This design comes from an exercise in tuning for small area on the open sky130 flow, not from production work. At most, simulation tests tie the RTL to the original design; equivalence was not proved. For runs 7 and 8, only the layout was checked, not whether the RTL still works. Power and IR drop assume default switching activity.

==> design.v <==
module timer_top (sys_clk, sys_rst_n, tim_psel, tim_pwrite, tim_penable, tim_paddr, tim_pwdata, tim_prdata, tim_pstrb, tim_pready, tim_pslverr, tim_int, dbg_mode);
	input wire sys_clk, sys_rst_n;
	input wire tim_psel, tim_pwrite, tim_penable, dbg_mode;
	input wire [11:0] tim_paddr;
	input wire [31:0] tim_pwdata;
	input wire [3:0] tim_pstrb;
	output wire [31:0] tim_prdata;
	output wire tim_pready, tim_pslverr, tim_int;
	reg acc;
	always @(posedge sys_clk or negedge sys_rst_n)
		if (!sys_rst_n) acc <= 1'b0;
		else            acc <= tim_psel & tim_penable & ~acc;
	wire wr = acc &  tim_pwrite;
	wire rd = acc & ~tim_pwrite;
	wire [31:0] wdata = tim_pwdata;
	wire [3:0]  strb  = tim_pstrb;
	wire a_ok   = (tim_paddr[11:5] == 7'd0) && (tim_paddr[1:0] == 2'd0);
	wire [2:0] ai = tim_paddr[4:2];
	wire is_tcr   = a_ok && (ai == 3'd0);
	wire is_tdr0  = a_ok && (ai == 3'd1);
	wire is_tdr1  = a_ok && (ai == 3'd2);
	wire is_tcmp0 = a_ok && (ai == 3'd3);
	wire is_tcmp1 = a_ok && (ai == 3'd4);
	wire is_tier  = a_ok && (ai == 3'd5);
	wire is_tisr  = a_ok && (ai == 3'd6);
	wire is_thcsr = a_ok && (ai == 3'd7);
	reg timer_en, div_en;
	reg [3:0] div_val;
	reg int_en, halt_req, int_st;
	reg [31:0] tcmp0, tcmp1;
	reg [31:0] tdr0, tdr1;
	reg [63:0] cnt;
	reg load_back, tdr_wr_en, cnt_clr, int_clr;
	reg int_st_q, halt_ack, halt_ack_q, timer_en_q, cnt_en, rst_q;
	reg [7:0] cnt_div;
	wire tcr_wr = wr & is_tcr;
	wire err_div_val = strb[1] & (wdata[11:8] > 4'd8);
	wire err_run = timer_en & ((strb[0] & (wdata[1] != div_en)) | (strb[1] & (wdata[11:8] != div_val)));
	wire error_res = tcr_wr & (err_div_val | err_run);
	always @(posedge sys_clk or negedge sys_rst_n) begin
		if (!sys_rst_n) begin
			timer_en <= 1'b0;
			div_en   <= 1'b0;
			div_val  <= 4'd1;
			int_en   <= 1'b0;
			halt_req <= 1'b0;
		end else begin
			if (tcr_wr & ~error_res & strb[0]) begin
				timer_en <= wdata[0];
				div_en   <= wdata[1];
			end
			if (tcr_wr & ~error_res & strb[1])
				div_val <= wdata[11:8];
			if (wr & is_tier & strb[0])
				int_en <= wdata[0];
			if (wr & is_thcsr & strb[0])
				halt_req <= wdata[0];
		end
	end
	genvar b;
	generate for (b = 0; b < 4; b = b + 1) begin : g_cmp
		always @(posedge sys_clk) begin
			if (!sys_rst_n) begin
				tcmp0[8*b+7:8*b] <= 8'hFF;
				tcmp1[8*b+7:8*b] <= 8'hFF;
			end else begin
				if (wr & is_tcmp0 & strb[b]) tcmp0[8*b+7:8*b] <= wdata[8*b+7:8*b];
				if (wr & is_tcmp1 & strb[b]) tcmp1[8*b+7:8*b] <= wdata[8*b+7:8*b];
			end
		end
	end endgenerate
	wire tdr_wr = wr & (is_tdr0 | is_tdr1);
	wire tdr_lb = load_back & ~tdr_wr;
	generate for (b = 0; b < 4; b = b + 1) begin : g_tdr
		always @(posedge sys_clk) begin
			if (wr & is_tdr0 & strb[b])  tdr0[8*b+7:8*b] <= wdata[8*b+7:8*b];
			else if (tdr_lb)             tdr0[8*b+7:8*b] <= cnt[8*b+7:8*b];
			if (wr & is_tdr1 & strb[b])  tdr1[8*b+7:8*b] <= wdata[8*b+7:8*b];
			else if (tdr_lb)             tdr1[8*b+7:8*b] <= cnt[32+8*b+7:32+8*b];
		end
	end endgenerate
	always @(posedge sys_clk) begin
		tdr_wr_en  <= tdr_wr;
		cnt_clr    <= tcr_wr & strb[0] & timer_en & ~wdata[0];
		int_clr    <= wr & is_tisr & int_st & wdata[0] & strb[0];
		int_st_q   <= int_st;
		halt_ack   <= dbg_mode & halt_req;
		halt_ack_q <= halt_ack;
		timer_en_q <= timer_en;
		rst_q      <= ~sys_rst_n;
	end
	wire all_ones = &cnt;
	wire cnt_zero = cnt_clr | all_ones | ~sys_rst_n;
	always @(posedge sys_clk) begin
		if (cnt_zero) begin
			cnt       <= 64'd0;
			load_back <= 1'b1;
		end else if (tdr_wr_en) begin
			cnt       <= {tdr1, tdr0};
			load_back <= 1'b0;
		end else begin
			cnt       <= cnt + {63'd0, cnt_en};
			load_back <= cnt_en;
		end
	end
	wire en_rise = timer_en & ~timer_en_q;
	wire no_div  = ~div_en | (div_val == 4'd0);
	wire [7:0] div_mask = ~(8'hFF << div_val);
	wire div_term = ((cnt_div | ~div_mask) == 8'hFF);
	always @(posedge sys_clk) begin
		if (!timer_en) begin
			cnt_en  <= 1'b0;
			cnt_div <= 8'd0;
		end else if (halt_ack) begin
			cnt_en  <= 1'b0;
		end else if (no_div | en_rise | div_term) begin
			cnt_en  <= ~en_rise;
			cnt_div <= 8'd0;
		end else begin
			cnt_en  <= 1'b0;
			cnt_div <= cnt_div + 8'd1;
		end
	end
	wire cmp_hit = ({tdr1, tdr0} == {tcmp1, tcmp0}) & ~rst_q;
	always @(posedge sys_clk or negedge sys_rst_n)
		if (!sys_rst_n)   int_st <= 1'b0;
		else if (int_clr) int_st <= 1'b0;
		else if (cmp_hit) int_st <= 1'b1;
	assign tim_int = int_en & int_st;
	reg [31:0] rdata;
	always @(*) begin
		rdata = 32'd0;
		if (a_ok)
			case (ai)
				3'd0: rdata = {20'd0, div_val, 6'd0, div_en, timer_en};
				3'd1: rdata = tdr0;
				3'd2: rdata = tdr1;
				3'd3: rdata = tcmp0;
				3'd4: rdata = tcmp1;
				3'd5: rdata = {31'd0, int_en};
				3'd6: rdata = {31'd0, int_st_q};
				3'd7: rdata = {30'd0, halt_ack_q, halt_req};
			endcase
	end
	assign tim_prdata  = rd ? rdata : 32'd0;
	assign tim_pready  = acc;
	assign tim_pslverr = error_res;
endmodule
==> run.sh <==
#!/bin/bash
# synth_recipe.tcl (not shown) runs the flow's synth.tcl, then flattens the netlist and writes it again
# the make line also repeats each setting of config.mk as NAME=value (left out here)
make -C /OpenROAD-flow-scripts/flow DESIGN_CONFIG=/design/flow/config.mk WORK_HOME=/design/flow/orfs CLKGATE_MAP_FILE= SYNTH_SCRIPT=/design/flow/synth_recipe.tcl finish
==> config.mk <==
export PLATFORM = sky130hd
export DESIGN_NAME = timer_top
export DESIGN_NICKNAME = timer_top
export VERILOG_FILES = /design/flow/design.v
export SDC_FILE = /design/flow/constraint.sdc
export NUM_CORES = 4
export LEC_CHECK = 0
export CAP_MARGIN = 20
export CORE_MARGIN = 2
export CORE_UTILIZATION = 40
export CTS_BUF_LIST = sky130_fd_sc_hd__clkbuf_4
export SLEW_MARGIN = 20
==> constraint.sdc <==
create_clock -name core_clock -period 7.0 [get_ports {sys_clk}]
set_input_delay 1.4000 -clock core_clock [delete_from_list [all_inputs] [get_ports {sys_clk}]]
set_output_delay 1.4000 -clock core_clock [all_outputs]
set_load 0.01 [all_outputs]
==> flow_summary.yaml, run 1 <==
status:
  status: "finished clean"
worst_setup_path:
  crit_path_cell_trace: "clkdlybuf4s50_1, nor2_1, and2_1, buf_12, a22oi_1, a21oi_1, clkdlybuf4s50_1"
  arrival_ns: 4.20
  path_class: "primary input to output port"
  critical-path-max-stage-delay_ns: 0.73
  cp_max_fo: 18
  crit_required_ns: 5.60
  worst_setup_path_start_kind: "primary input"
  cpMostUsedCell: "clkdlybuf4s50_1"
  crit_path_end_kind: "output port"
  crit_slowest_cell: "clkdlybuf4s50_1"
place:
  portBuffers: 88
  place_hpwl_um: 26800
  preCtsSetupSlack_ns: 1.44
  place.gp.congestion: 0.889
  place_area_mm2: 0.0129
  dp.cells: 1685
drt:
  wl_per_cell_um: 21.4
  drcViolationCount: 0
  post_drt_via_cell_ratio: 5.69
  num_vias: 10284
  drtIter0Drc: 1007
  wirelength_um: 38600
  firstDrtPassIters: 5
  ant_nets: 0
timing:
  worst_slack_ns: 1.40
  timing_hold_violations_final: 0
  min_period_over_period_pct: 80.0
  finClkSkew_ns: 0.0326
  tns_ns: 0
  setup_viol: 0
  fin_hold_ws_ns: 0.443
  report.final.slew_viol_count: 0
  rsz0062_at_grt: "no"
  min_period_ns: 5.60
  slew_headroom_pct: 31.8
  fmax_mhz: 179
  worstMarginPinSlew_ns: 1.02
floorplan:
  fp.dieH_um: 174
  io_pins: 89
  row_count: 62
  dieArea_mm2: 0.0304
  coreArea_mm2: 0.0286
  initial_utilization_pct: 40.6
  fp.dieW_um: 174
synthesis:
  synthAdderAreaFrac_pct: 0.323
  synth_flop_cell: "dfxtp_1"
  synth_seq_cells: 220
  synth_top_family_by_area: "simple AND/OR/NAND/NOR gates"
  synth_top_area_share_pct: 25.2
  syn_avg_cell_area_um2: 9.15
  synth_warnings: 1
  synthXorXnorAreaFrac_pct: 9.13
  synth_cells: 1269
  synth.mux.area_fraction_pct: 8.30
  yosysTopAreaCell: "dfxtp_1"
  synthArstFlopShare_pct: 4.55
  post_synth_and_or_nand_nor_area_fraction_pct: 23.2
  netlist_area_mm2: 0.0116
  synth-seq-area-share_pct: 43.9
  synth_edf_count: 64
  synth.area.top_cells: "dfxtp_1 25%, edfxtp_1 17%, xnor2_1 7.2%"
  synth_compound_area_share_pct: 11.6
  yosysUniqueCellTypes: 67
  syn_nets: 1326
final_layout:
  fin_area_mm2: 0.0138
  nNetsFinal: 1426
  synthToLayoutAreaGrowth_pct: 18.7
  finalNonFillerCells: 1806
  drive_gt1_share_pct: 16.6
  fin_util_pct: 48.1
cts:
  clock-sinks: 220
  cts.clk_slew.worst_paths_ns: 0.06
  clk_path_buf_depth: 3
  postCtsHoldBufs: 0
  htreeDepth: 3
  cts_tree: "built"
  cts_setup_buffers: 0
  cts_resized: 0
  root_buffer: "clkbuf_4"
  cts_made_buffers: 66
  clk_latency_ns: 0.67
global_route:
  antenna_found_initial: 1
  grtUsageTotal_pct: 25.2
  grt_pass1_vias: 9891
  grt_pass1_wl_um: 59200
  grt_overflow: 0
  grt_max_degree: 86
power:
  ir_drop_mv: 0.118
  p_per_area_mw_per_mm2: 208
  p_total_mw: 2.87
  leakagePower_nw: 5.22
job:
  maxCapViolCount: 0
worst_hold_path:
  min_path_type: "flip-flop to flip-flop"
-- cells in the mapped netlist, types with 6 or more instances --
master and instances:
dfrtp_1 9, inv_1 31, a211oi_1 33, a211oi_2 6, and3_1 7, buf_2 15
a22oi_1 55, edfxtp_1 64, xnor2_1 96, mux2i_1 13, o21ai_0 13, o22ai_1 6
nand4_1 29, clkbuf_1 53, dfxtp_1 146, nor4_1 12, mux2_2 69, or3_1 7
and2_1 6, nand2_1 146, nor2_1 105, a21oi_1 50, buf_1 6, xor2_1 25
nand3_1 161, nor3_1 27
-- flip-flops by register name, summed over array words and instances, names as in the netlist, 4 cells and up --
name and count:
cnt_div 8, cnt 64, tcmp0 32, tdr0 32, div_val 4, tdr1 32, tcmp1 32
-- worst max-delay path: cells and delay by family --
family,cells,cell delay (ns)
simple gates,2,0.93
buf+inv,3,1.55
compound gates,2,0.29
-- layout make-up --
cell class | count | area [µm²]
antenna | 2 | 5.00
clock buffer | 106 | 796
clock inverter | 13 | 128
fill | 2727 | 14800
inverter | 32 | 120
multi-input combinational | 943 | 6110
sequential | 220 | 5100
tap | 384 | 480
timing repair buffer | 106 | 1050
-- where the power goes --
group	leakage, nW	internal, mW	switching [mW]
logic	2.70	0.0551	0.0900
clock network	0.551	0.794	0.587
registers	1.97	1.32	0.0168
-- cells by family after synthesis --
| group | after synthesis |
|---|---|
| AOI/OAI and AO/OA | 194 |
| and+or+nand+nor | 538 |
| adders and majority gates | 3 |
| xor gates and xnor gates | 121 |
| muxes | 87 |
| buffers and inverters | 106 |
| DFF | 220 |
-- worst paths after layout --
path	startpoint	end	slack [ns]	cells past startpoint
setup / recovery	tim_paddr[4]	tim_prdata[20]	1.40	7
hold / removal	acc	acc	0.44	1
setup reg to reg	acc	tdr0[12]	3.49	6
hold reg to reg	acc	acc	0.44	1
max in group asynchronous	sys_rst_n	int_st	5.41	2
min in group asynchronous	sys_rst_n	div_val[1]	0.98	2
-- layout by cell type, fill, tap and decap left out, drive strengths merged, types with 3 or more instances in the layout --
| cell | instances |
|---|---|
| a211oi | 39 |
| a21oi | 50 |
| a221oi | 3 |
| a22oi | 55 |
| a31oi | 4 |
| and2 | 6 |
| and3 | 7 |
| buf | 19 |
| bufinv | 3 |
| clkbuf | 106 |
| clkdlybuf4s50 | 87 |
| clkinv | 9 |
| dfrtp | 9 |
| dfxtp | 146 |
| edfxtp | 64 |
| ha | 3 |
| inv | 33 |
| mux2 | 74 |
| mux2i | 13 |
| nand2 | 147 |
| nand3 | 165 |
| nand4 | 35 |
| nor2 | 106 |
| nor2b | 4 |
| nor3 | 32 |
| nor4 | 18 |
| nor4b | 3 |
| o211a | 5 |
| o21ai | 15 |
| o22ai | 6 |
| o2bb2ai | 3 |
| or3 | 7 |
| xnor2 | 96 |
| xor2 | 25 |
-- per-layer routing --
| layer | up-vias | wire length [µm] | track usage, % |
|---|---|---|---|
| li1 | 4829 | - | - |
| met1 | 4968 | 16900 | 33.6 |
| met2 | 416 | 17800 | 39.6 |
| met3 | 71 | 2500 | 4.75 |
| met4 | 0 | 1370 | 11.5 |
| met5 | - | 0 | 0 |
==> inputs of run 2 (changes only) <==
--- a/config.mk
+++ b/config.mk
@@ -10,3 +10,2 @@
 export CORE_UTILIZATION = 40
-export CTS_BUF_LIST = sky130_fd_sc_hd__clkbuf_4
 export SLEW_MARGIN = 20
==> run 2 against run 1 <==
Against the previous run:
- clock power decreased by 9%
- non-clock buffer count is the same
- via count shrank 2.9%
- utilization fell by 0.56 points
- synthesized cell count unchanged
- wire length shrank 1.7%
- critical path type unchanged
==> flow_summary.yaml, run 2 <==
status:
  status: "finished clean"
timing:
  min_period_ns: 5.61
  fmax_mhz: 178
  tns_ns: 0
  timing_hold_violations_final: 0
  min_period_over_period_pct: 80.2
  worstMarginPinSlew_ns: 1.01
  slew_headroom_pct: 32.7
  finClkSkew_ns: 0.0153
  worst_slack_ns: 1.39
  setup_viol: 0
  report.final.slew_viol_count: 0
  fin_hold_ws_ns: 0.443
  rsz0062_at_grt: "no"
synthesis:
  synth.area.top_cells: "dfxtp_1 25%, edfxtp_1 17%, xnor2_1 7.2%"
  synth-seq-area-share_pct: 43.9
  syn_nets: 1326
  synth_flop_cell: "dfxtp_1"
  synth_warnings: 1
  netlist_area_mm2: 0.0116
  yosysTopAreaCell: "dfxtp_1"
  syn_avg_cell_area_um2: 9.15
  synth_edf_count: 64
  synth_cells: 1269
  yosysUniqueCellTypes: 67
  synth_seq_cells: 220
  synthTopCellsByCount: "161 x nand3_1, 146 x dfxtp_1, 146 x nand2_1, 105 x nor2_1, 96 x xnor2_1"
  synth_most_common_cell: "nand3_1"
  synth_top_area_share_pct: 25.2
  synthArstFlopShare_pct: 4.55
final_layout:
  largest_register: "cnt"
  largest_reg_flops: 64
  synthToLayoutAreaGrowth_pct: 17.3
  nNetsFinal: 1385
  finalNonFillerCells: 1727
  fill_cells: 2686
  final_cell_mix: "161 x nand3_1, 146 x nand2_1, 146 x dfxtp_1"
  drive_gt1_share_pct: 12.0
  antenna_cells: 0
  layout_commonest_cell: "nand3_1"
floorplan:
  dieArea_mm2: 0.0304
  fp.dieH_um: 174
  initial_utilization_pct: 40.6
  fp.dieW_um: 174
  io_pins: 89
  row_count: 62
  coreArea_mm2: 0.0286
global_route:
  grt_overflow: 0
  grt_max_degree: 86
  grt_pass1_wl_um: 58100
  grt_pass1_vias: 9518
  grtUsageTotal_pct: 24.6
  antenna_found_initial: 0
place:
  place.gp.congestion: 0.889
  preCtsSetupSlack_ns: 1.44
  place_hpwl_um: 26800
  dp.cells: 1685
  portBuffers: 88
job:
  maxCapViolCount: 0
worst_setup_path:
  path_class: "primary input to output port"
  crit_path_end_kind: "output port"
  cp_max_fo: 18
  r2r_setup_slack_ns: 3.47
  arrival_ns: 4.21
  worstReg2RegStart: "acc"
  timing.rr.end: "tdr0[13]"
  crit_required_ns: 5.60
  worst_setup_path_start_kind: "primary input"
  r2r_cells: 6
drt:
  wirelength_um: 37900
  firstDrtPassIters: 7
  ant_nets: 0
  wl_per_cell_um: 22.0
  drcViolationCount: 0
  drtIter0Drc: 1037
  num_vias: 9984
  post_drt_via_cell_ratio: 5.78
cts:
  clock-sinks: 220
  cts_resized: 0
  cts_setup_buffers: 0
  clk_latency_ns: 0.52
  postCtsHoldBufs: 0
  clk_path_buf_depth: 3
  cts_made_buffers: 25
  htreeDepth: 1
  root_buffer: "clkbuf_16"
  cts_tree: "built"
  cts.clk_slew.worst_paths_ns: 0.06
worst_hold_path:
  hold_end: "acc"
  hold_depth: 1
  min_path_type: "flip-flop to flip-flop"
  holdCritStartpoint: "acc"
power:
  p_per_area_mw_per_mm2: 201
  p_total_mw: 2.74
  leakagePower_nw: 5.05
  ir_drop_mv: 0.159
==> run 2: cell counts after synthesis <==
No cell type changed its count.
==> run 2: worst max path at each step <==
stage,startpoint,endpoint,slack (ns)
after global placement,tim_paddr[4],tim_prdata[14],1.44
after global routing,tim_paddr[4],tim_prdata[21],1.17
after detailed placement,tim_paddr[4],tim_prdata[7],1.44
final,tim_paddr[4],tim_prdata[20],1.39
after CTS,tim_paddr[4],tim_prdata[7],1.43
after floorplan,tim_paddr[4],tim_prdata[21],2.62
==> run 2: area by class of cell <==
cell class / count / area [µm²] / share of cell area (%)
tap: 384 / 480 / 3.53
clock buffer: 31 / 688 / 5.05
inverter: 32 / 120 / 0.882
clock inverter: 11 / 80.1 / 0.588
sequential: 220 / 5100 / 37.4
timing repair buffer: 106 / 1050 / 7.70
multi-input combinational: 943 / 6110 / 44.8
==> run 2: through the flow <==
stage	area, µm²	utilization [%]
floorplan	11600	-
global placement	12900	44.9
detailed placement	12900	44.9
CTS	13600	47.6
global route	13600	47.6
finish	13600	47.6
==> run 2: kinds of logic (layout without fill, tap and decap cells) <==
group | count (synthesis) | in the layout | share of synthesized area, %
AND/OR/NAND/NOR | 538 | 538 | 23.2
flip-flops | 220 | 220 | 43.9
AO/OA/AOI/OAI | 194 | 194 | 11.6
XOR/XNOR | 121 | 121 | 9.13
buffers and inverters | 106 | 180 | 3.59
multiplexers | 87 | 87 | 8.30
adder cells (fa/ha/maj) | 3 | 3 | 0.323
==> run 2: worst max-delay path, stage by stage <==
cell and delay, ns:
clkdlybuf4s50_1 0.74, nor2_1 0.25, and2_1 0.69, buf_12 0.27
a22oi_1 0.10, a21oi_1 0.19, clkdlybuf4s50_1 0.56
==> run 2: where the power goes <==
part	switching (mW)	internal, mW
Combinational	0.0900	0.0551
Sequential	0.0168	1.32
Clock	0.530	0.726
Total	0.637	2.10
==> run 2: per-layer routing <==
| metal | vias up | wire length [µm] | global-route usage, % |
|---|---|---|---|
| met1 | 4798 | 16600 | 33.6 |
| met3 | 78 | 2730 | 4.29 |
| met5 | - | 0 | 0 |
| li1 | 4705 | - | - |
| met4 | 0 | 1590 | 9.98 |
| met2 | 403 | 17000 | 38.6 |
==> inputs of run 3 (changes only) <==
--- a/config.mk
+++ b/config.mk
@@ -7,2 +7,3 @@
 export LEC_CHECK = 0
+export ABC_AREA = 1
 export CAP_MARGIN = 20
==> run 3 against run 2 <==
Against the previous run:
- utilization fell by 0.27 points
- still clean
- largest power group is now clock
- largest cell class unchanged
- design area is 9.0% higher
- clock skew down 0.0048 ns
- via count is 30% higher
- synthesized cell count increased by 51%
- highest routed layer unchanged
==> flow_summary.yaml, run 3 <==
status:
  status: "finished clean"
synthesis:
  synth_top_area_share_pct: 23.0
  synth.area.top_cells: "dfxtp_1 23%, nand2_1 16%, edfxtp_1 15%"
  synthArstFlopShare_pct: 4.55
  synth_most_common_cell: "nand2_1"
  synth_flop_cell: "dfxtp_1"
  synthAdderAreaFrac_pct: 0.295
  yosysTopAreaCell: "dfxtp_1"
  synthXorXnorAreaFrac_pct: 3.38
  yosysUniqueCellTypes: 41
  syn_nets: 1975
  synth.mux.area_fraction_pct: 0.157
  synth-seq-area-share_pct: 40.1
  synth_warnings: 1
  netlist_area_mm2: 0.0127
  synthTopCellsByCount: "543 x nand2_1, 274 x nor2_1, 263 x inv_1, 148 x o21ai_0, 146 x dfxtp_1"
  post_synth_and_or_nand_nor_area_fraction_pct: 31.7
  synth_seq_cells: 220
  synth_compound_area_share_pct: 14.8
  syn_avg_cell_area_um2: 6.63
  synth_edf_count: 64
  synth_cells: 1918
  synth_top_family_by_area: "simple AND/OR/NAND/NOR gates"
timing:
  worstMarginPinSlew_ns: 1.09
  rsz0062_at_grt: "no"
  setup_viol: 0
  slew_headroom_pct: 26.8
  min_period_ns: 5.72
  min_period_over_period_pct: 81.8
  fmax_mhz: 175
  tns_ns: 0
  fin_hold_ws_ns: 0.386
  worst_slack_ns: 1.28
  timing_hold_violations_final: 0
  report.final.slew_viol_count: 0
  finClkSkew_ns: 0.0106
cts:
  root_buffer: "clkbuf_16"
  cts_made_buffers: 26
  clk_latency_ns: 0.53
  cts_resized: 0
  htreeDepth: 1
  clock-sinks: 220
  cts.clk_slew.worst_paths_ns: 0.06
  postCtsHoldBufs: 0
  clk_path_buf_depth: 3
  cts_tree: "built"
  cts_setup_buffers: 0
final_layout:
  largest_reg_flops: 64
  fin_util_pct: 47.3
  nNetsFinal: 2048
  synthToLayoutAreaGrowth_pct: 16.8
  antenna_cells: 0
  drive_gt1_share_pct: 3.88
  register_area_mm2: 0.00510
  final_cell_mix: "543 x nand2_1, 273 x nor2_1, 262 x inv_1"
  fill_cells: 3290
  layout_commonest_cell: "nand2_1"
  multiInputGateArea_mm2: 0.00640
  largest_register: "cnt"
global_route:
  grt_overflow: 0
  grt_max_degree: 85
  grtUsageTotal_pct: 28.6
  grt_pass1_vias: 11987
  antenna_found_initial: 0
  grt_pass1_wl_um: 72400
worst_setup_path:
  worstReg2RegStart: "acc"
  crit_path_end_kind: "output port"
  crit_required_ns: 5.60
  cp_max_fo: 26
  r2r_cells: 4
  r2r_setup_slack_ns: 3.89
  path_class: "primary input to output port"
  worst_setup_path_start_kind: "primary input"
  arrival_ns: 4.32
  timing.rr.end: "tdr1[14]"
drt:
  num_vias: 12950
  drtIter0Drc: 1461
  post_drt_via_cell_ratio: 5.37
  drcViolationCount: 0
  wirelength_um: 47800
  firstDrtPassIters: 6
  wl_per_cell_um: 19.8
  ant_nets: 0
power:
  p_per_area_mw_per_mm2: 197
  comb_power_share_pct: 5.2
  clock_power_share_pct: 48.8
  seqPwrFrac_pct: 46.0
  leakagePower_nw: 6.39
  p_total_mw: 2.92
  ir_drop_mv: 0.141
  power.internal_mw: 2.25
  swShare_pct: 23.0
  p_switching_mw: 0.671
floorplan:
  fp.dieH_um: 182
  fp.dieW_um: 182
  io_pins: 89
  initial_utilization_pct: 40.5
  coreArea_mm2: 0.0314
  row_count: 65
  dieArea_mm2: 0.0332
place:
  place.gp.congestion: 1.01
  portBuffers: 88
  preCtsSetupSlack_ns: 1.29
  place_hpwl_um: 36800
worst_hold_path:
  hold_depth: 1
  holdCritStartpoint: "int_clr"
  min_path_type: "flip-flop to flip-flop"
  hold_end: "int_st"
job:
  maxCapViolCount: 0
[run 3: changes by cell type after synthesis, moves of 45 or more]
cell     previous run  this run
nor2_1            105       274
nand2_1           146       543
nand3_1           161        70
inv_1              31       263
xnor2_1            96        17
mux2_2             69         0
a22oi_1            55        10
o21ai_0            13       148
[run 3: how the worst max path moves through the flow]
stage	start	slack [ns]	depth (start not counted)	end
after global placement	tim_paddr[6]	1.38	8	tim_prdata[3]
after global routing	tim_paddr[6]	1.07	8	tim_prdata[2]
after CTS	tim_paddr[6]	1.28	8	tim_prdata[3]
final	tim_paddr[6]	1.28	8	tim_prdata[3]
after detailed placement	tim_paddr[6]	1.29	8	tim_prdata[3]
after floorplan	tim_paddr[6]	2.82	7	tim_prdata[17]
[run 3: area by class of cell]
class | instances | area share [%]
Clock inverter | 14 | 1.15
Timing Repair Buffer | 99 | 6.45
Tap cell | 402 | 3.39
Sequential cell | 220 | 34.3
Multi-Input combinational cell | 1377 | 43.1
Clock buffer | 34 | 4.86
Inverter | 267 | 6.75
[run 3: metal layers]
metal  share of wire (%)  GRT usage [%]
met5                   0              0
met4                 2.3           7.03
met1                  47           42.3
met3                 7.6           4.13
met2                  43           43.9
[run 3: logic make-up (layout without fill, tap and decap cells)]
kind of cell	count (synthesis)	count (layout)
XOR/XNOR	49	49
adder cells (fa/ha/maj)	3	3
AO/OA/AOI/OAI	335	335
flip-flops	220	220
buffers and inverters	321	414
multiplexers	2	2
AND/OR/NAND/NOR	988	988
[run 3: critical path, stage by stage]
cell	delay, ns
clkdlybuf4s50_1	0.39
or2_1	0.22
nor2_1	0.10
nand2_1	0.26
nor3b_2	0.43
nand2_2	0.53
a41oi_1	0.41
clkdlybuf4s50_1	0.59
[run 3: power groups by stage]
stage | registers (mW) | logic (mW) | clock network, mW
5_1_grt | 1.34 | 0.164 | 1.49
6_report | 1.34 | 0.151 | 1.43
3_3_place_gp | 1.37 | 0.148 | 0
4_1_cts | 1.34 | 0.150 | 1.44
2_1_floorplan | 1.36 | 0.0724 | 0
3_5_place_dp | 1.37 | 0.148 | 0
[run 3: stage by stage]
| stage | cell area, µm² | instances |
|---|---|---|
| floorplan | 12700 | 1918 |
| global placement | 14000 | 2365 |
| detailed placement | 14000 | 2365 |
| CTS | 14900 | 2413 |
| global route | 14900 | 2413 |
| finish | 14900 | 2413 |
==> inputs of run 4 (changes only) <==
--- a/config.mk
+++ b/config.mk
@@ -7,3 +7,2 @@
 export LEC_CHECK = 0
-export ABC_AREA = 1
 export CAP_MARGIN = 20
@@ -11,2 +10,4 @@
 export CORE_UTILIZATION = 40
+export CTS_BUF_LIST = sky130_fd_sc_hd__clkbuf_2
+export CTS_CLUSTER_SIZE = 20
 export SLEW_MARGIN = 20
==> run 4 against run 3 <==
Against the previous run:
- non-clock buffer count increased by 7
- die area decreased by 8.5%
- sequential power about the same
- highest routed layer unchanged
- worst setup slack improved by 0.090 ns
- wire length decreased by 20%
- critical endpoint is now tim_prdata[20]
- still clean on timing, DRC and antenna
- combinational power decreased by 4%
==> flow_summary.yaml, run 4 <==
status:
  status: "finished clean"
worst_hold_path:
  hold_depth: 2
  hold_end: "cnt_en"
  min_path_type: "flip-flop to flip-flop"
  holdCritStartpoint: "timer_en_q"
synthesis:
  synth_most_common_cell: "nand3_1"
  syn_nets: 1326
  synth_warnings: 1
  synth-seq-area-share_pct: 43.9
  yosysTopAreaCell: "dfxtp_1"
  synth_seq_cells: 220
  synth.area.top_cells: "dfxtp_1 25%, edfxtp_1 17%, xnor2_1 7.2%"
  synthArstFlopShare_pct: 4.55
  synth_top_area_share_pct: 25.2
  netlist_area_mm2: 0.0116
  synth_flop_cell: "dfxtp_1"
  synth_edf_count: 64
  yosysUniqueCellTypes: 67
  synthTopCellsByCount: "161 x nand3_1, 146 x dfxtp_1, 146 x nand2_1, 105 x nor2_1, 96 x xnor2_1"
  synth_cells: 1269
  syn_avg_cell_area_um2: 9.15
place:
  place_hpwl_um: 26800
  dp.cells: 1685
  place.gp.congestion: 0.889
  portBuffers: 88
worst_setup_path:
  crit_path_end_kind: "output port"
  r2r_setup_slack_ns: 3.47
  r2r_cells: 6
  arrival_ns: 4.23
  worstReg2RegStart: "acc"
  cp_max_fo: 18
  crit_required_ns: 5.60
  crit_start: "tim_paddr[4]"
  timing.rr.end: "tdr0[11]"
  worst_setup_path_start_kind: "primary input"
  path_class: "primary input to output port"
timing:
  timing_hold_violations_final: 0
  slew_headroom_pct: 34.6
  min_period_ns: 5.63
  rsz0062_at_grt: "no"
  finClkSkew_ns: 0.0345
  fmax_mhz: 177
  worstMarginPinSlew_ns: 0.982
  tns_ns: 0
  setup_viol: 0
  report.final.slew_viol_count: 0
  min_period_over_period_pct: 80.5
drt:
  drtIter0Drc: 975
  wirelength_um: 38300
  drcViolationCount: 0
  ant_nets: 0
  post_drt_via_cell_ratio: 5.69
  firstDrtPassIters: 7
  num_vias: 10221
  wl_per_cell_um: 21.3
global_route:
  grt.met3_usage_pct: 5.53
  grt_overflow: 0
  grt_pass1_vias: 9902
  use_met1_pct: 33.1
  global_route.usage.met2_pct: 38.8
  grt_pass1_wl_um: 59000
  grt_max_degree: 86
  grt.busiest_layer: "met2"
  grtUsageTotal_pct: 25.0
  antenna_found_initial: 1
cts:
  cts_setup_buffers: 0
  cts.clk_slew.worst_paths_ns: 0.10
  postCtsHoldBufs: 0
  cts_resized: 0
  cts_tree: "built"
  root_buffer: "clkbuf_2"
  htreeDepth: 2
  clock-sinks: 220
  cts_made_buffers: 59
  clk_latency_ns: 0.85
  clk_path_buf_depth: 3
power:
  leakagePower_nw: 5.09
  p_per_area_mw_per_mm2: 180
  ir_drop_mv: 0.0712
floorplan:
  io_pins: 89
  fp.dieH_um: 174
  row_count: 62
  coreArea_mm2: 0.0286
  initial_utilization_pct: 40.6
  fp.dieW_um: 174
  dieArea_mm2: 0.0304
final_layout:
  largest_reg_flops: 64
  largest_register: "cnt"
  final_cell_mix: "161 x nand3_1, 146 x nand2_1, 146 x dfxtp_1"
  nNetsFinal: 1419
  multiInputGateArea_mm2: 0.00611
  drive_gt1_share_pct: 15.7
  layout_commonest_cell: "nand3_1"
  fill_cells: 2757
  register_area_mm2: 0.00510
  synthToLayoutAreaGrowth_pct: 15.3
  finalNonFillerCells: 1797
  fin_util_pct: 46.8
job:
  maxCapViolCount: 0
-- run 4: critical path, stage by stage --
cell and delay, ns:
clkdlybuf4s50_1 0.73, nor2_1 0.24, and2_1 0.72, buf_12 0.27
a22oi_1 0.10, a21oi_1 0.19, clkdlybuf4s50_1 0.56
-- run 4: per-stage QoR --
step | setup slack (ns) | power, mW | hold slack, ns | cell area, µm²
2_1_floorplan | 2.62 | 1.43 | 0.345 | 11600
5_1_grt | 1.16 | 2.51 | 0.470 | 13400
6_report | 1.37 | 2.40 | 0.448 | 13400
4_1_cts | 1.43 | 2.43 | 0.452 | 13400
3_5_place_dp | 1.44 | 1.51 | 0.434 | 12900
3_3_place_gp | 1.44 | 1.51 | 0.431 | 12900
-- run 4: final cells by class --
type	count	share of cell area [%]
antenna	1	0.0187
tap	384	3.59
multi-input combinational	943	45.6
inverter	32	0.897
timing repair buffer	106	7.83
clock inverter	16	0.458
sequential	220	38.1
clock buffer	95	3.55
-- run 4: kinds of logic (layout without fill, tap and decap cells) --
| kind of cell | Yosys count | count (layout) | share of synthesized area [%] |
|---|---|---|---|
| buf+inv | 106 | 249 | 3.59 |
| simple gates | 538 | 538 | 23.2 |
| mux | 87 | 87 | 8.30 |
| flops | 220 | 220 | 43.9 |
| compound gates | 194 | 194 | 11.6 |
| xor+xnor | 121 | 121 | 9.13 |
| other cells | 0 | 1 | 0 |
| fa+ha+maj | 3 | 3 | 0.323 |
-- run 4: routing by layer --
| metal | part of all wire [%] | wire length (µm) |
|---|---|---|
| met1 | 44 | 16800 |
| met3 | 6.8 | 2620 |
| met2 | 45 | 17400 |
| met5 | 0 | 0 |
| met4 | 4.0 | 1540 |
-- run 4: how the worst max path moves through the flow --
stage | endpoint
after global routing | tim_prdata[21]
after CTS | tim_prdata[7]
after floorplan | tim_prdata[21]
final | tim_prdata[20]
after global placement | tim_prdata[14]
after detailed placement | tim_prdata[7]
-- run 4: where the power goes --
| group | internal (mW) | total, mW | switching [mW] |
|---|---|---|---|
| registers | 1.32 | 1.34 | 0.0168 |
| logic | 0.0551 | 0.145 | 0.0898 |
| clock network | 0.356 | 0.921 | 0.565 |
| total | 1.73 | 2.40 | 0.671 |
==> inputs of run 5 (changes only) <==
==> flow/run.sh (new file) <==
#!/bin/bash
# Standard ORFS layout with two changes: ports get sky130_fd_sc_hd__buf_1
# buffers, and CTS uses small clock buffers without dummy loads.
set -euo pipefail
export BUFFER_PORTS_ARGS="-buffer_cell sky130_fd_sc_hd__buf_1"
export CTS_ARGS="-sink_clustering_enable -repair_clock_nets -dont_use_dummy_load -buf_list sky130_fd_sc_hd__clkbuf_2 -sink_clustering_size 20"
bash standard.sh > standard.log 2>&1
==> standard.sh (new file) <==
#!/bin/bash
# synth_recipe.tcl (not shown) runs the flow's synth.tcl, then flattens the netlist and writes it again
# the make line also repeats each setting of config.mk as NAME=value (left out here)
make -C /OpenROAD-flow-scripts/flow DESIGN_CONFIG=/design/flow/config.mk WORK_HOME=/design/flow/orfs CLKGATE_MAP_FILE= SYNTH_SCRIPT=/design/flow/synth_recipe.tcl "${@:-finish}"
--- a/config.mk
+++ b/config.mk
@@ -10,4 +10,2 @@
 export CORE_UTILIZATION = 40
-export CTS_BUF_LIST = sky130_fd_sc_hd__clkbuf_2
-export CTS_CLUSTER_SIZE = 20
 export SLEW_MARGIN = 20
removed: run.sh
==> run 5 against run 4 <==
Against the previous run:
- highest routed layer unchanged
- combinational power decreased by 16%
- sequential cell count unchanged
- via count decreased by 0.47%
- clock power decreased by 22%
- area after synthesis unchanged
- fmax increased by 8.0%
- largest cell class unchanged
- final cell count decreased by 3.1%
- still clean on timing, DRC and antenna
- register-to-register slack improved by 0.34 ns
==> flow_summary.yaml, run 5 <==
worst_setup_path:
  crit_required_ns: 5.60
  crit_slowest_cell: "and2_2"
  crit_path_end_kind: "output port"
  r2r_setup_slack_ns: 3.81
  arrival_ns: 3.82
  path_class: "primary input to output port"
  worst_setup_path_start_kind: "primary input"
  cp_max_fo: 32
  r2r_cells: 4
  timing.rr.end: "tdr0[26]"
  worstReg2RegStart: "acc"
  critical-path-max-stage-delay_ns: 0.68
  cpMostUsedCell: "buf_1"
  crit_path_cell_trace: "buf_1, nor2b_1, and2_2, buf_12, a22oi_1, a21oi_1, buf_1"
drt:
  num_vias: 10173
  wl_met1_um: 16700
  highest_layer: "met4"
  ant_nets: 0
  wirelength_um: 37700
  drtIter0Drc: 970
  met3_wirelength_um: 2660
  wl_per_cell_um: 21.6
  dr_wl_met2_um: 17200
  post_drt_via_cell_ratio: 5.84
  drcViolationCount: 0
  firstDrtPassIters: 6
floorplan:
  dieArea_mm2: 0.0304
  initial_utilization_pct: 40.6
  io_pins: 89
  coreArea_mm2: 0.0286
  fp.dieH_um: 174
  row_count: 62
  fp.dieW_um: 174
place:
  place_hpwl_um: 26400
  place.gp.congestion: 0.872
  portBuffers: 88
  preCtsSetupSlack_ns: 1.83
timing:
  report.final.slew_viol_count: 0
  worstMarginPinSlew_ns: 1.02
  min_period_ns: 5.22
  timing_hold_violations_final: 0
  setup_viol: 0
  rsz0062_at_grt: "no"
  fmax_mhz: 192
  min_period_over_period_pct: 74.5
  finClkSkew_ns: 0.140
  slew_headroom_pct: 32.3
  tns_ns: 0
  worst_slack_ns: 1.78
final_layout:
  layout_commonest_cell: "nand3_1"
  synthToLayoutAreaGrowth_pct: 8.08
  drive_gt1_share_pct: 13.3
  largest_register: "cnt"
  final_cell_mix: "161 x nand3_1, 146 x nand2_1, 146 x dfxtp_1"
  largest_reg_flops: 64
  fin_util_pct: 43.8
  nNetsFinal: 1415
worst_hold_path:
  min_path_type: "flip-flop to flip-flop"
  hold_depth: 1
  hold_end: "acc"
  holdCritStartpoint: "acc"
global_route:
  grt_pass1_vias: 9530
  grt_pass1_wl_um: 57400
  grtUsageTotal_pct: 24.4
  grt_max_degree: 86
  antenna_found_initial: 1
  grt_overflow: 0
synthesis:
  netlist_area_mm2: 0.0116
  synthArstFlopShare_pct: 4.55
  synth_top_area_share_pct: 25.2
  synth_cells: 1269
  syn_avg_cell_area_um2: 9.15
  synth_most_common_cell: "nand3_1"
  synth_seq_cells: 220
  yosysUniqueCellTypes: 67
  synth_warnings: 1
  synth_flop_cell: "dfxtp_1"
  yosysTopAreaCell: "dfxtp_1"
  syn_nets: 1326
  synth.area.top_cells: "dfxtp_1 25%, edfxtp_1 17%, xnor2_1 7.2%"
  synth_edf_count: 64
  synthTopCellsByCount: "161 x nand3_1, 146 x dfxtp_1, 146 x nand2_1, 105 x nor2_1, 96 x xnor2_1"
  synth-seq-area-share_pct: 43.9
cts:
  cts_setup_buffers: 0
  clk_path_buf_depth: 3
  postCtsHoldBufs: 0
  cts.clk_slew.worst_paths_ns: 0.09
  cts_resized: 0
  htreeDepth: 2
  cts_made_buffers: 60
  root_buffer: "clkbuf_2"
  clk_latency_ns: 0.88
  clock-sinks: 220
  cts_tree: "built"
power:
  power.internal_mw: 1.58
  p_switching_mw: 0.603
  seqPwrFrac_pct: 61.4
  comb_power_share_pct: 5.6
  clock_power_share_pct: 33.0
  p_per_area_mw_per_mm2: 174
  swShare_pct: 27.6
  ir_drop_mv: 0.0849
  leakagePower_nw: 4.67
job:
  maxCapViolCount: 0
status:
  status: "finished clean"
## run 5: kinds of logic (layout without fill, tap and decap cells)
logic type               after synthesis  count (layout)  share of synthesized area [%]
flip-flops                           220             220                           43.9
multiplexers                          87              87                           8.30
buffers and inverters                106             193                           3.59
XOR/XNOR                             121             121                           9.13
other                                  0               1                              0
AO/OA/AOI/OAI                        194             194                           11.6
AND/OR/NAND/NOR                      538             538                           23.2
adder cells (fa/ha/maj)                3               3                          0.323
## run 5: through the flow
step,cells,power (mW),hold slack (ns),area [µm²]
floorplan,1269,1.43,0.345,11600
global placement,1680,1.49,0.429,12200
detailed placement,1680,1.49,0.433,12200
CTS,1740,2.20,0.444,12500
global route,1741,2.27,0.463,12600
finish,1741,2.18,0.447,12600
## run 5: metal layers
metal  global-route usage, %  vias to the layer above
met5                       0                        -
met4                    9.07                        0
met3                    4.46                       66
met2                    38.4                      417
met1                    33.5                     4935
li1                        -                     4755
## run 5: power by group through the flow
stage               Sequential (mW)  Combinational (mW)  Clock [mW]
finish                         1.34               0.122       0.719
CTS                            1.34               0.121       0.738
detailed placement             1.37               0.120           0
global route                   1.34               0.132       0.798
global placement               1.37               0.119           0
floorplan                      1.36              0.0661           0
## run 5: worst max path at each step
stage | startpoint | endpoint | slack, ns | cells after the start
after floorplan | tim_paddr[4] | tim_prdata[21] | 2.62 | 8
after global placement | tim_paddr[4] | tim_prdata[7] | 1.89 | 7
after detailed placement | tim_paddr[4] | tim_prdata[12] | 1.83 | 7
after CTS | tim_paddr[4] | tim_prdata[12] | 1.83 | 7
after global routing | tim_paddr[4] | tim_prdata[17] | 1.55 | 7
final | tim_paddr[2] | tim_prdata[30] | 1.78 | 7
## run 5: critical path: cells and delay by family
kind / cells / cell delay [ns]
AOI/OAI and AO/OA: 2 / 0.30
buffers and inverters: 3 / 1.07
and+or+nand+nor: 2 / 1.01
## run 5: cell type report
class | instances | area (µm²)
diodes | 1 | 2.50
flip-flops and latches | 220 | 5100
well taps | 384 | 480
clock buffers | 60 | 300
inverters | 32 | 120
repair buffers | 101 | 442
fillers | 2888 | 16100
multi-input cells | 943 | 6110
==> inputs of run 6 (changes only) <==
--- a/design.v
+++ b/design.v
@@ -91,2 +91,8 @@
 	end
+	wire [63:0] inc_c;
+	assign inc_c[0] = cnt_en;
+	genvar gi;
+	generate for (gi = 1; gi < 64; gi = gi + 1) begin : g_inc
+		assign inc_c[gi] = inc_c[gi-1] & cnt[gi-1];
+	end endgenerate
 	wire all_ones = &cnt;
@@ -101,3 +107,3 @@
 		end else begin
-			cnt       <= cnt + {63'd0, cnt_en};
+			cnt <= cnt ^ inc_c;
 			load_back <= cnt_en;
@@ -123,3 +129,3 @@
 	end
-	wire cmp_hit = ({tdr1, tdr0} == {tcmp1, tcmp0}) & ~rst_q;
+	wire cmp_hit = ~(|({tdr1, tdr0} ^ {tcmp1, tcmp0})) & ~rst_q;
 	always @(posedge sys_clk or negedge sys_rst_n)
==> run 6 against run 5 <==
Against the previous run:
- sequential cell count is the same
- the layout now fails its checks (negative setup slack)
- utilization grew 3.6 points
- synthesized cell count shrank 16%
- worst hold slack lost 0.037 ns
- via count shrank 12%
- wire length shrank 4.6%
- first-iteration DRC count shrank 26%
- clock skew is essentially flat
==> flow_summary.yaml, run 6 <==
cts:
  clk_path_buf_depth: 3
  htreeDepth: 2
  cts_setup_buffers: 0
  cts_made_buffers: 61
  cts_tree: "built"
  clk_latency_ns: 0.92
  root_buffer: "clkbuf_2"
  cts.clk_slew.worst_paths_ns: 0.09
  clock-sinks: 220
final_layout:
  nNetsFinal: 1309
  finalNonFillerCells: 1568
  largest_reg_flops: 64
  drive_gt1_share_pct: 21.7
  multiInputGateArea_mm2: 0.00654
  fill_cells: 2608
  largest_register: "cnt"
  synthToLayoutAreaGrowth_pct: 17.2
  fin_util_pct: 47.4
  register_area_mm2: 0.00510
  layout_commonest_cell: "dfxtp_1"
  final_cell_mix: "143 x dfxtp_1, 114 x mux2i_1, 89 x nand2_1"
synthesis:
  synth_edf_count: 64
  synth_cells: 1062
  synth_top_area_share_pct: 26.1
  synthArstFlopShare_pct: 4.55
  netlist_area_mm2: 0.0112
  yosysUniqueCellTypes: 62
  synth-seq-area-share_pct: 45.5
  yosysTopAreaCell: "dfxtp_1"
  synth_seq_cells: 220
  synth_warnings: 1
  syn_avg_cell_area_um2: 10.5
  synth.area.top_cells: "dfxtp_1 26%, edfxtp_1 17%, mux2i_1 10%"
  synth_flop_cell: "dfxtp_1"
  syn_nets: 1180
  synthTopCellsByCount: "146 x dfxtp_1, 115 x mux2i_1, 89 x nand2_1, 82 x nor2_1, 73 x mux2_2"
  synth_most_common_cell: "dfxtp_1"
place:
  place_hpwl_um: 25000
  portBuffers: 88
  dp.cells: 1506
  place.gp.congestion: 0.876
floorplan:
  initial_utilization_pct: 40.4
  coreArea_mm2: 0.0277
  row_count: 61
  io_pins: 89
  fp.dieH_um: 171
  fp.dieW_um: 171
  dieArea_mm2: 0.0294
drt:
  firstDrtPassIters: 5
  drcViolationCount: 0
  wl_per_cell_um: 22.9
  wirelength_um: 35900
  ant_nets: 0
  post_drt_via_cell_ratio: 5.69
  drtIter0Drc: 722
  num_vias: 8915
power:
  leakagePower_nw: 5.08
  ir_drop_mv: 0.0916
  p_per_area_mw_per_mm2: 166
  p_total_mw: 2.18
global_route:
  grt_pass1_vias: 8898
  grt_max_degree: 77
  grt_pass1_wl_um: 54700
  grt_overflow: 0
  grtUsageTotal_pct: 24.8
  antenna_found_initial: 1
timing:
  min_period_over_period_pct: 151
  report.final.slew_viol_count: 0
  fin_hold_ws_ns: 0.410
  min_period_ns: 10.60
  setup_viol: 24
  fmax_mhz: 94.3
  tns_ns: -43.56
  timing_hold_violations_final: 0
  rsz0062_at_grt: "yes"
  finClkSkew_ns: 0.140
  slew_headroom_pct: 26.8
  worst_slack_ns: -3.60
  worstMarginPinSlew_ns: 1.10
worst_setup_path:
  critical-path-max-stage-delay_ns: 0.34
  crit_path_end_kind: "flip-flop"
  cp_max_fo: 2
  path_class: "flip-flop to flip-flop"
  arrival_ns: 11.31
  crit_required_ns: 7.70
  cpMostUsedCell: "ha_4"
  r2r_setup_slack_ns: -3.60
  crit_slowest_cell: "dfxtp_2"
  worst_setup_path_start_kind: "flip-flop"
status:
  so_faults: "negative setup slack"
  status: "complete, but fails checks"
job:
  maxCapViolCount: 0
worst_hold_path:
  min_path_type: "flip-flop to flip-flop"
## run 6: cell types whose count changed after synthesis, sizes merged, moves of 24 or more
cell    delta
nand3    -114
mux2i    +102
ha        +61
nand2     -56
xnor2     -49
a211oi    -39
nor3      -30
clkbuf    -27
nor2      -24
## run 6: path summary, 6_finish.rpt
check	startpoint	to	cells after the start
max in group asynchronous	sys_rst_n	div_en	2
min in group asynchronous	sys_rst_n	int_en	2
hold reg to reg	halt_ack	halt_ack_q	0
setup reg to reg	cnt[0]	cnt[63]	67
hold / removal	halt_ack	halt_ack_q	0
setup / recovery	cnt[0]	cnt[63]	67
## run 6: kinds of logic (layout without fill, tap and decap cells)
kind of cell | Yosys count | after routing | synth area share (%)
buffers and inverters | 88 | 215 | 3.35
XOR/XNOR | 56 | 56 | 4.38
AO/OA/AOI/OAI | 143 | 143 | 8.72
adder cells (fa/ha/maj) | 64 | 64 | 7.15
multiplexers | 190 | 190 | 17.8
flip-flops | 220 | 220 | 45.5
AND/OR/NAND/NOR | 301 | 301 | 13.1
other | 0 | 1 | 0
## run 6: final cells by class
| cell class | instances | share of cell area, % |
|---|---|---|
| Clock buffer | 61 | 2.32 |
| Antenna cell | 1 | 0.0191 |
| Timing Repair Buffer | 123 | 4.55 |
| Sequential cell | 220 | 38.8 |
| Multi-Input combinational cell | 754 | 49.8 |
| Tap cell | 378 | 3.60 |
| Inverter | 31 | 0.886 |
## run 6: per-layer routing
layer	vias to the layer above	track usage (%)	part of all wire, %
li1	4117	-	-
met1	4442	35.1	47
met2	296	38.9	46
met3	60	4.51	5.7
met4	0	6.67	1.8
met5	-	0	0
## run 6: critical path, delay by kind of cell (launching register included)
| family | cells | cell delay (ns) |
|---|---|---|
| xor+xnor | 1 | 0.11 |
| simple gates | 2 | 0.10 |
| compound gates | 1 | 0.15 |
| fa+ha+maj | 63 | 9.66 |
| flops | 1 | 0.34 |
## run 6: power by group
| part | switching (mW) | leakage [nW] | internal (mW) |
|---|---|---|---|
| Sequential | 0.0168 | 1.98 | 1.32 |
| Combinational | 0.0879 | 2.85 | 0.0334 |
| Clock | 0.499 | 0.253 | 0.226 |
## run 6: stage by stage
stage | area [µm²] | setup WS, ns
2_1_floorplan | 12000 | -3.27
3_3_place_gp | 12800 | -3.63
3_5_place_dp | 12800 | -3.66
4_1_cts | 13100 | -3.59
5_1_grt | 13100 | -3.86
6_report | 13100 | -3.60
## run 6: what timing repair did
item | in CTS | in global routing
setup endpoints to repair | 24 | 25
hold buffers | 0 | 0
pin swaps | 12 | 12
gates resized for setup | 1 | 1
==> inputs of run 7 (changes only) <==
--- a/design.v
+++ b/design.v
@@ -91,9 +91,17 @@
 	end
-	wire [63:0] inc_c;
-	assign inc_c[0] = cnt_en;
-	genvar gi;
-	generate for (gi = 1; gi < 64; gi = gi + 1) begin : g_inc
-		assign inc_c[gi] = inc_c[gi-1] & cnt[gi-1];
+	localparam NB = 64 / 8;
+	wire [NB-1:0] blk_ones;
+	wire [NB:0]   blk_c;
+	wire [63:0]   inc_c;
+	assign blk_c[0] = cnt_en;
+	genvar gi, gj;
+	generate for (gi = 0; gi < NB; gi = gi + 1) begin : g_blk
+		assign blk_ones[gi] = &cnt[8*gi +: 8];
+		assign blk_c[gi+1]  = blk_c[gi] & blk_ones[gi];
+		assign inc_c[8*gi] = blk_c[gi];
+		for (gj = 1; gj < 8; gj = gj + 1) begin : g_bit
+			assign inc_c[8*gi+gj] = inc_c[8*gi+gj-1] & cnt[8*gi+gj-1];
+		end
 	end endgenerate
-	wire all_ones = &cnt;
+	wire all_ones = &blk_ones;
 	wire cnt_zero = cnt_clr | all_ones | ~sys_rst_n;
==> run 7 against run 6 <==
Against the previous run:
- now clean on timing, DRC and antenna
- worst setup slack improved by 5.6 ns
- die area increased by 0.41%
- clock power decreased by 4.0%
- via count decreased by 3.6%
- utilization decreased by 3.4 points
- clock skew increased by 0.036 ns
- sequential power about the same
- final cell count decreased by 2.0%
- non-clock buffer count decreased by 25
- sequential share of layout area increased by 3.0 points
- critical path type is now primary input to output port
- largest cell class unchanged
- largest power group unchanged
==> flow_summary.yaml, run 7 <==
status:
  status: "finished clean"
final_layout:
  finalNonFillerCells: 1537
  largest_reg_flops: 64
  layout_commonest_cell: "dfxtp_1"
  nNetsFinal: 1271
  drive_gt1_share_pct: 14.1
  largest_register: "cnt"
  synthToLayoutAreaGrowth_pct: 8.27
  final_cell_mix: "145 x dfxtp_1, 123 x mux2i_1, 92 x nor2_1"
synthesis:
  synth_cells: 1054
  yosysTopAreaCell: "dfxtp_1"
  synth_top_area_share_pct: 26.0
  synth_warnings: 1
  syn_nets: 1165
  synth-seq-area-share_pct: 45.3
  synth_flop_cell: "dfxtp_1"
  synth_most_common_cell: "dfxtp_1"
  netlist_area_mm2: 0.0113
  synthArstFlopShare_pct: 4.55
  synthTopCellsByCount: "146 x dfxtp_1, 123 x mux2i_1, 92 x nor2_1, 89 x nand2_1, 68 x mux2_2"
  synth.area.top_cells: "dfxtp_1 26%, edfxtp_1 17%, mux2i_1 11%"
  yosysUniqueCellTypes: 65
  syn_avg_cell_area_um2: 10.7
  synth_edf_count: 64
  synth_seq_cells: 220
floorplan:
  fp.dieW_um: 172
  coreArea_mm2: 0.0277
  io_pins: 89
  fp.dieH_um: 172
  initial_utilization_pct: 40.6
  dieArea_mm2: 0.0295
  row_count: 61
global_route:
  grt_max_degree: 75
  grt_pass1_wl_um: 49100
  grt_pass1_vias: 8424
  antenna_found_initial: 1
  grtUsageTotal_pct: 22.0
  grt_overflow: 0
cts:
  cts.clk_slew.worst_paths_ns: 0.08
  htreeDepth: 2
  postCtsHoldBufs: 0
  clk_latency_ns: 0.91
  clock-sinks: 220
  clk_path_buf_depth: 3
  root_buffer: "clkbuf_2"
  cts_made_buffers: 59
  cts_resized: 0
  cts_tree: "built"
  cts_setup_buffers: 0
timing:
  slew_headroom_pct: 34.8
  timing_hold_violations_final: 0
  setup_viol: 0
  rsz0062_at_grt: "no"
  worst_slack_ns: 2.00
  tns_ns: 0
  min_period_over_period_pct: 71.5
  fmax_mhz: 200
  min_period_ns: 5.00
  finClkSkew_ns: 0.176
  worstMarginPinSlew_ns: 0.975
  report.final.slew_viol_count: 0
place:
  dp.cells: 1477
  place.gp.congestion: 0.855
  place_hpwl_um: 23000
  portBuffers: 88
  preCtsSetupSlack_ns: 1.98
drt:
  ant_nets: 0
  firstDrtPassIters: 7
  num_vias: 8590
  wirelength_um: 32100
  post_drt_via_cell_ratio: 5.59
  drcViolationCount: 0
  drtIter0Drc: 628
  wl_per_cell_um: 20.9
worst_setup_path:
  arrival_ns: 3.60
  crit_path_end_kind: "output port"
  crit_required_ns: 5.60
  cp_max_fo: 19
  worst_setup_path_start_kind: "primary input"
  path_class: "primary input to output port"
power:
  leakagePower_nw: 5.11
  p_per_area_mw_per_mm2: 177
  ir_drop_mv: 0.0874
job:
  maxCapViolCount: 0
worst_hold_path:
  min_path_type: "flip-flop to flip-flop"
## run 7: changes by cell type after synthesis, moves of 6 or more
cell / delta
ha_1: -7
xor2_1: +19
buf_1: -7
nand3_1: -34
nor2_1: +10
mux2_1: +6
mux2i_1: +8
xnor2_1: -10
## run 7: critical path: stages
cell	delay [ns]
buf_1	0.56
and2_1	0.69
buf_4	0.40
a22oi_1	0.12
a21oi_1	0.23
buf_1	0.18
## run 7: per-layer routing
layer | track usage [%] | up-vias | share of wire, %
met5 | 0 | - | 0
met4 | 7.41 | 0 | 2.1
met3 | 4.00 | 58 | 5.3
met2 | 34.9 | 274 | 47
met1 | 30.1 | 4227 | 46
li1 | - | 4031 | -
## run 7: power by group
group,switching [mW],internal [mW]
logic,0.0831,0.0342
registers,0.0172,1.32
clock network,0.478,0.218
## run 7: path summary, 6_finish.rpt
path | from | depth (start not counted) | slack (ns) | to
min in group asynchronous | sys_rst_n | 2 | 0.82 | int_st
max reg2reg | cnt[18] | 15 | 3.58 | cnt[63]
max in group asynchronous | sys_rst_n | 2 | 5.52 | halt_req
max | tim_paddr[4] | 6 | 2.00 | tim_prdata[17]
min reg2reg | acc | 1 | 0.45 | acc
min | acc | 1 | 0.45 | acc
## run 7: stage by stage
step                      hold WS, ns  cell area, µm²  power [mW]  util (%)
after detailed placement        0.437           11900        1.49      42.9
after global routing            0.477           12200        2.25      44.0
after CTS                       0.457           12200        2.18      44.0
final                           0.454           12200        2.15      44.0
after floorplan                 0.381           11300        1.43         -
after global placement          0.438           11900        1.48      42.9
## run 7: cell type report
type                    count  area [µm²]
flip-flops and latches    220        5100
fillers                  2709       15500
multi-input cells         754        5800
repair buffers             98         407
clock buffers              59         295
inverters                  27         101
diodes                      1        2.50
well taps                 378         473
## run 7: cell families after synthesis
kind of cell	count (synthesis)	synth area share (%)
adder cells (fa/ha/maj)	57	6.34
buffers and inverters	80	3.23
AO/OA/AOI/OAI	141	8.72
XOR/XNOR	65	5.06
AND/OR/NAND/NOR	292	12.8
flip-flops	220	45.3
multiplexers	199	18.5
==> inputs of run 8 (changes only) <==
--- a/design.v
+++ b/design.v
@@ -91,3 +91,3 @@
 	end
-	localparam NB = 64 / 8;
+	localparam NB = 64 / 32;
 	wire [NB-1:0] blk_ones;
@@ -98,7 +98,7 @@
 	generate for (gi = 0; gi < NB; gi = gi + 1) begin : g_blk
-		assign blk_ones[gi] = &cnt[8*gi +: 8];
+		assign blk_ones[gi] = &cnt[32*gi +: 32];
 		assign blk_c[gi+1]  = blk_c[gi] & blk_ones[gi];
-		assign inc_c[8*gi] = blk_c[gi];
-		for (gj = 1; gj < 8; gj = gj + 1) begin : g_bit
-			assign inc_c[8*gi+gj] = inc_c[8*gi+gj-1] & cnt[8*gi+gj-1];
+		assign inc_c[32*gi] = blk_c[gi];
+		for (gj = 1; gj < 32; gj = gj + 1) begin : g_bit
+			assign inc_c[32*gi+gj] = inc_c[32*gi+gj-1] & cnt[32*gi+gj-1];
 		end
==> run 8 against run 7 <==
Against the previous run:
- still clean
- global-route usage up 1.8 points
- sequential power about the same
- via count up 2.6%
- utilization up 0.27 points
- area after synthesis down 0.37%
- highest routed layer unchanged
==> flow_summary.yaml, run 8 <==
synthesis:
  yosysTopAreaCell: "dfxtp_1"
  synth.area.top_cells: "dfxtp_1 26%, edfxtp_1 17%, mux2i_1 10%"
  synth.mux.area_fraction_pct: 17.9
  synthAdderAreaFrac_pct: 7.03
  synth_seq_cells: 220
  syn_avg_cell_area_um2: 10.6
  synthArstFlopShare_pct: 4.55
  synth_most_common_cell: "dfxtp_1"
  synth-seq-area-share_pct: 45.5
  synth_flop_cell: "dfxtp_1"
  synth_compound_area_share_pct: 8.93
  synth_cells: 1057
  syn_nets: 1174
  synth_top_area_share_pct: 26.1
  synth_warnings: 1
  synthTopCellsByCount: "146 x dfxtp_1, 115 x mux2i_1, 89 x nand2_1, 81 x nor2_1, 74 x mux2_2"
  synthXorXnorAreaFrac_pct: 4.45
  synth_edf_count: 64
  synth_top_family_by_area: "multiplexers"
  yosysUniqueCellTypes: 60
  netlist_area_mm2: 0.0112
  post_synth_and_or_nand_nor_area_fraction_pct: 13.0
cts:
  root_buffer: "clkbuf_2"
  htreeDepth: 2
  clk_latency_ns: 0.87
  cts_tree: "built"
  cts.clk_slew.worst_paths_ns: 0.10
  clk_path_buf_depth: 3
  clock-sinks: 220
  postCtsHoldBufs: 0
  cts_made_buffers: 57
power:
  swShare_pct: 26.9
  p_per_area_mw_per_mm2: 175
  seqPwrFrac_pct: 62.5
  leakagePower_nw: 5.10
  comb_power_share_pct: 5.6
  ir_drop_mv: 0.113
  power.internal_mw: 1.57
  clock_power_share_pct: 31.9
  p_total_mw: 2.14
  p_switching_mw: 0.575
drt:
  wirelength_um: 34300
  drcViolationCount: 0
  num_vias: 8817
  wl_per_cell_um: 22.2
  post_drt_via_cell_ratio: 5.71
  ant_nets: 0
  drtIter0Drc: 740
  firstDrtPassIters: 5
timing:
  worstMarginPinSlew_ns: 1.15
  min_period_ns: 6.68
  min_period_over_period_pct: 95.4
  tns_ns: 0
  setup_viol: 0
  slew_headroom_pct: 23.6
  fmax_mhz: 150
  report.final.slew_viol_count: 0
  timing_hold_violations_final: 0
  finClkSkew_ns: 0.114
global_route:
  grt_pass1_vias: 8818
  grt_overflow: 0
  grt_max_degree: 76
  antenna_found_initial: 1
  grtUsageTotal_pct: 23.8
  grt_pass1_wl_um: 52800
place:
  dp.cells: 1482
  place_hpwl_um: 24700
  portBuffers: 88
  place.gp.congestion: 0.915
worst_setup_path:
  cpMostUsedCell: "ha_1"
  arrival_ns: 7.41
  crit_path_end_kind: "flip-flop"
  r2r_setup_slack_ns: 0.32
  crit_start: "cnt[1]"
  worst_setup_path_start_kind: "flip-flop"
  worstReg2RegStart: "cnt[1]"
  cp_max_fo: 3
  timing.rr.end: "cnt[63]"
  r2r_cells: 38
  critical-path-max-stage-delay_ns: 0.34
  path_class: "flip-flop to flip-flop"
  crit_slowest_cell: "dfxtp_1"
  crit_required_ns: 7.73
worst_hold_path:
  hold_depth: 0
  hold_end: "halt_ack_q"
  holdCritStartpoint: "halt_ack"
  min_path_type: "flip-flop to flip-flop"
final_layout:
  layout_commonest_cell: "dfxtp_1"
  largest_reg_flops: 64
  drive_gt1_share_pct: 16.7
  final_cell_mix: "140 x dfxtp_1, 115 x mux2i_1, 89 x nand2_1"
  largest_register: "cnt"
  fill_cells: 2697
  finalNonFillerCells: 1544
  synthToLayoutAreaGrowth_pct: 9.33
  nNetsFinal: 1281
floorplan:
  initial_utilization_pct: 40.5
  coreArea_mm2: 0.0277
  io_pins: 89
  fp.dieH_um: 171
  fp.dieW_um: 171
  row_count: 61
  dieArea_mm2: 0.0294
job:
  maxCapViolCount: 0
status:
  status: "finished clean"
==> run 8: cell count changes in the layout (fill, tap and decap cells not counted), sizes merged, moves of 5 or more <==
cell / previous run / this run
buf: 98 / 106
ha: 57 / 63
mux2i: 123 / 115
nand2: 97 / 91
nand3: 16 / 49
nor2: 92 / 81
nor3: 7 / 2
nor4: 12 / 17
xnor2: 37 / 32
==> run 8: worst max path at each step <==
stage / end / cells after the start
floorplan: cnt[63] / 38
global placement: cnt[63] / 38
CTS: cnt[63] / 38
finish: cnt[63] / 38
global route: cnt[31] / 34
detailed placement: cnt[63] / 38
==> run 8: kinds of logic (layout without fill, tap and decap cells) <==
group	Yosys count	in the layout
simple gates	299	299
flops	220	220
mux	191	191
compound gates	144	144
buf+inv	83	188
fa+ha+maj	63	63
xor+xnor	57	57
other cells	0	4
==> run 8: layer usage <==
metal	share of wire, %	up-vias	GRT usage, %
met5	0	-	0
met4	2.9	0	8.59
met3	7.4	71	5.20
met2	46	330	38.0
met1	44	4331	31.9
li1	-	4085	-
==> run 8: cell type report <==
type	count	area [µm²]	share of cell area, %
Inverter	25	93.8	0.766
Timing Repair Buffer	106	467	3.81
Multi-Input combinational cell	754	5820	47.5
Antenna cell	4	10.0	0.0817
Clock buffer	57	285	2.33
Tap cell	378	473	3.86
Sequential cell	220	5110	41.7
==> run 8: critical path: cells and delay by family (launching register included) <==
family          cells  cell delay (ns)
fa+ha+maj          31             5.43
simple gates        5             0.50
flops               1             0.34
xor+xnor            1             0.14
compound gates      1             0.14
==> run 8: power by group through the flow <==
stage	clock, mW	combinational, mW	sequential (mW)
after global routing	0.766	0.131	1.34
after global placement	0	0.120	1.37
final	0.682	0.121	1.34
after floorplan	0	0.0643	1.36
after detailed placement	0	0.121	1.37
after CTS	0.706	0.121	1.34
==> run 8: timing repair <==
item                       CTS  global route
pin swaps                    2             6
gates resized for setup      5            20
setup endpoints to repair    1             4
buffers inserted             0             1
==> run 8: through the flow <==
stage	util (%)	worst slack (ns)	area [µm²]	hold slack, ns
final	44.2	0.322	12300	0.457
after detailed placement	42.9	0.00433	11900	0.436
after global routing	44.2	-0.0442	12300	0.492
after global placement	42.9	0.0566	11900	0.447
after floorplan	-	0.618	11200	0.345
after CTS	44.0	0.00757	12200	0.463

[port drivers added, routing unchanged]
The results above use ideal ports. As a check the final layouts listed here were re-extracted and re-timed, cells and wires unchanged.
Step 1 (the two cells are an assumption about what drives the block):
set clk [get_ports {sys_clk}]
set_driving_cell -lib_cell sky130_fd_sc_hd__clkbuf_16 $clk
set_driving_cell -lib_cell sky130_fd_sc_hd__buf_2 [delete_from_list [all_inputs] $clk]
Step 2, shift: input delay + t, output delay - t, t = (earliest + latest rising clock arrival at the registers) / 2. This alone moves slack from input paths to output paths.
Slacks: ideal / step 1 / step 2; pairs: ideal / step 1.
run | shift t [ns] | setup slack, ns | clock arrival spread, ns | worst slew at a driven data input, ns
run 1 | 0.706 | 1.400 / 1.363 / 1.363 | 0.033 / 0.033 | 0.05
run 2 | 0.562 | 1.385 / 1.343 / 1.343 | 0.017 / 0.016 | 0.05
run 3 | 0.581 | 1.275 / 1.252 / 1.252 | 0.014 / 0.015 | 0.04
run 4 | 0.879 | 1.366 / 1.329 / 1.329 | 0.041 / 0.040 | 0.05
run 5 | 0.861 | 1.784 / 1.747 / 1.747 | 0.140 / 0.140 | 0.05
run 6 | 0.889 | -3.602 / -3.602 / -3.602 | 0.149 / 0.149 | 0.04
run 7 | 0.863 | 1.996 / 1.961 / 1.961 | 0.175 / 0.176 | 0.04
run 8 | 0.863 | 0.322 / 0.322 / 0.322 | 0.114 / 0.114 | 0.04
For run 2, which loses most, drivers alone change the setup slack by -0.042 ns; drivers and shift together by -0.042 ns.
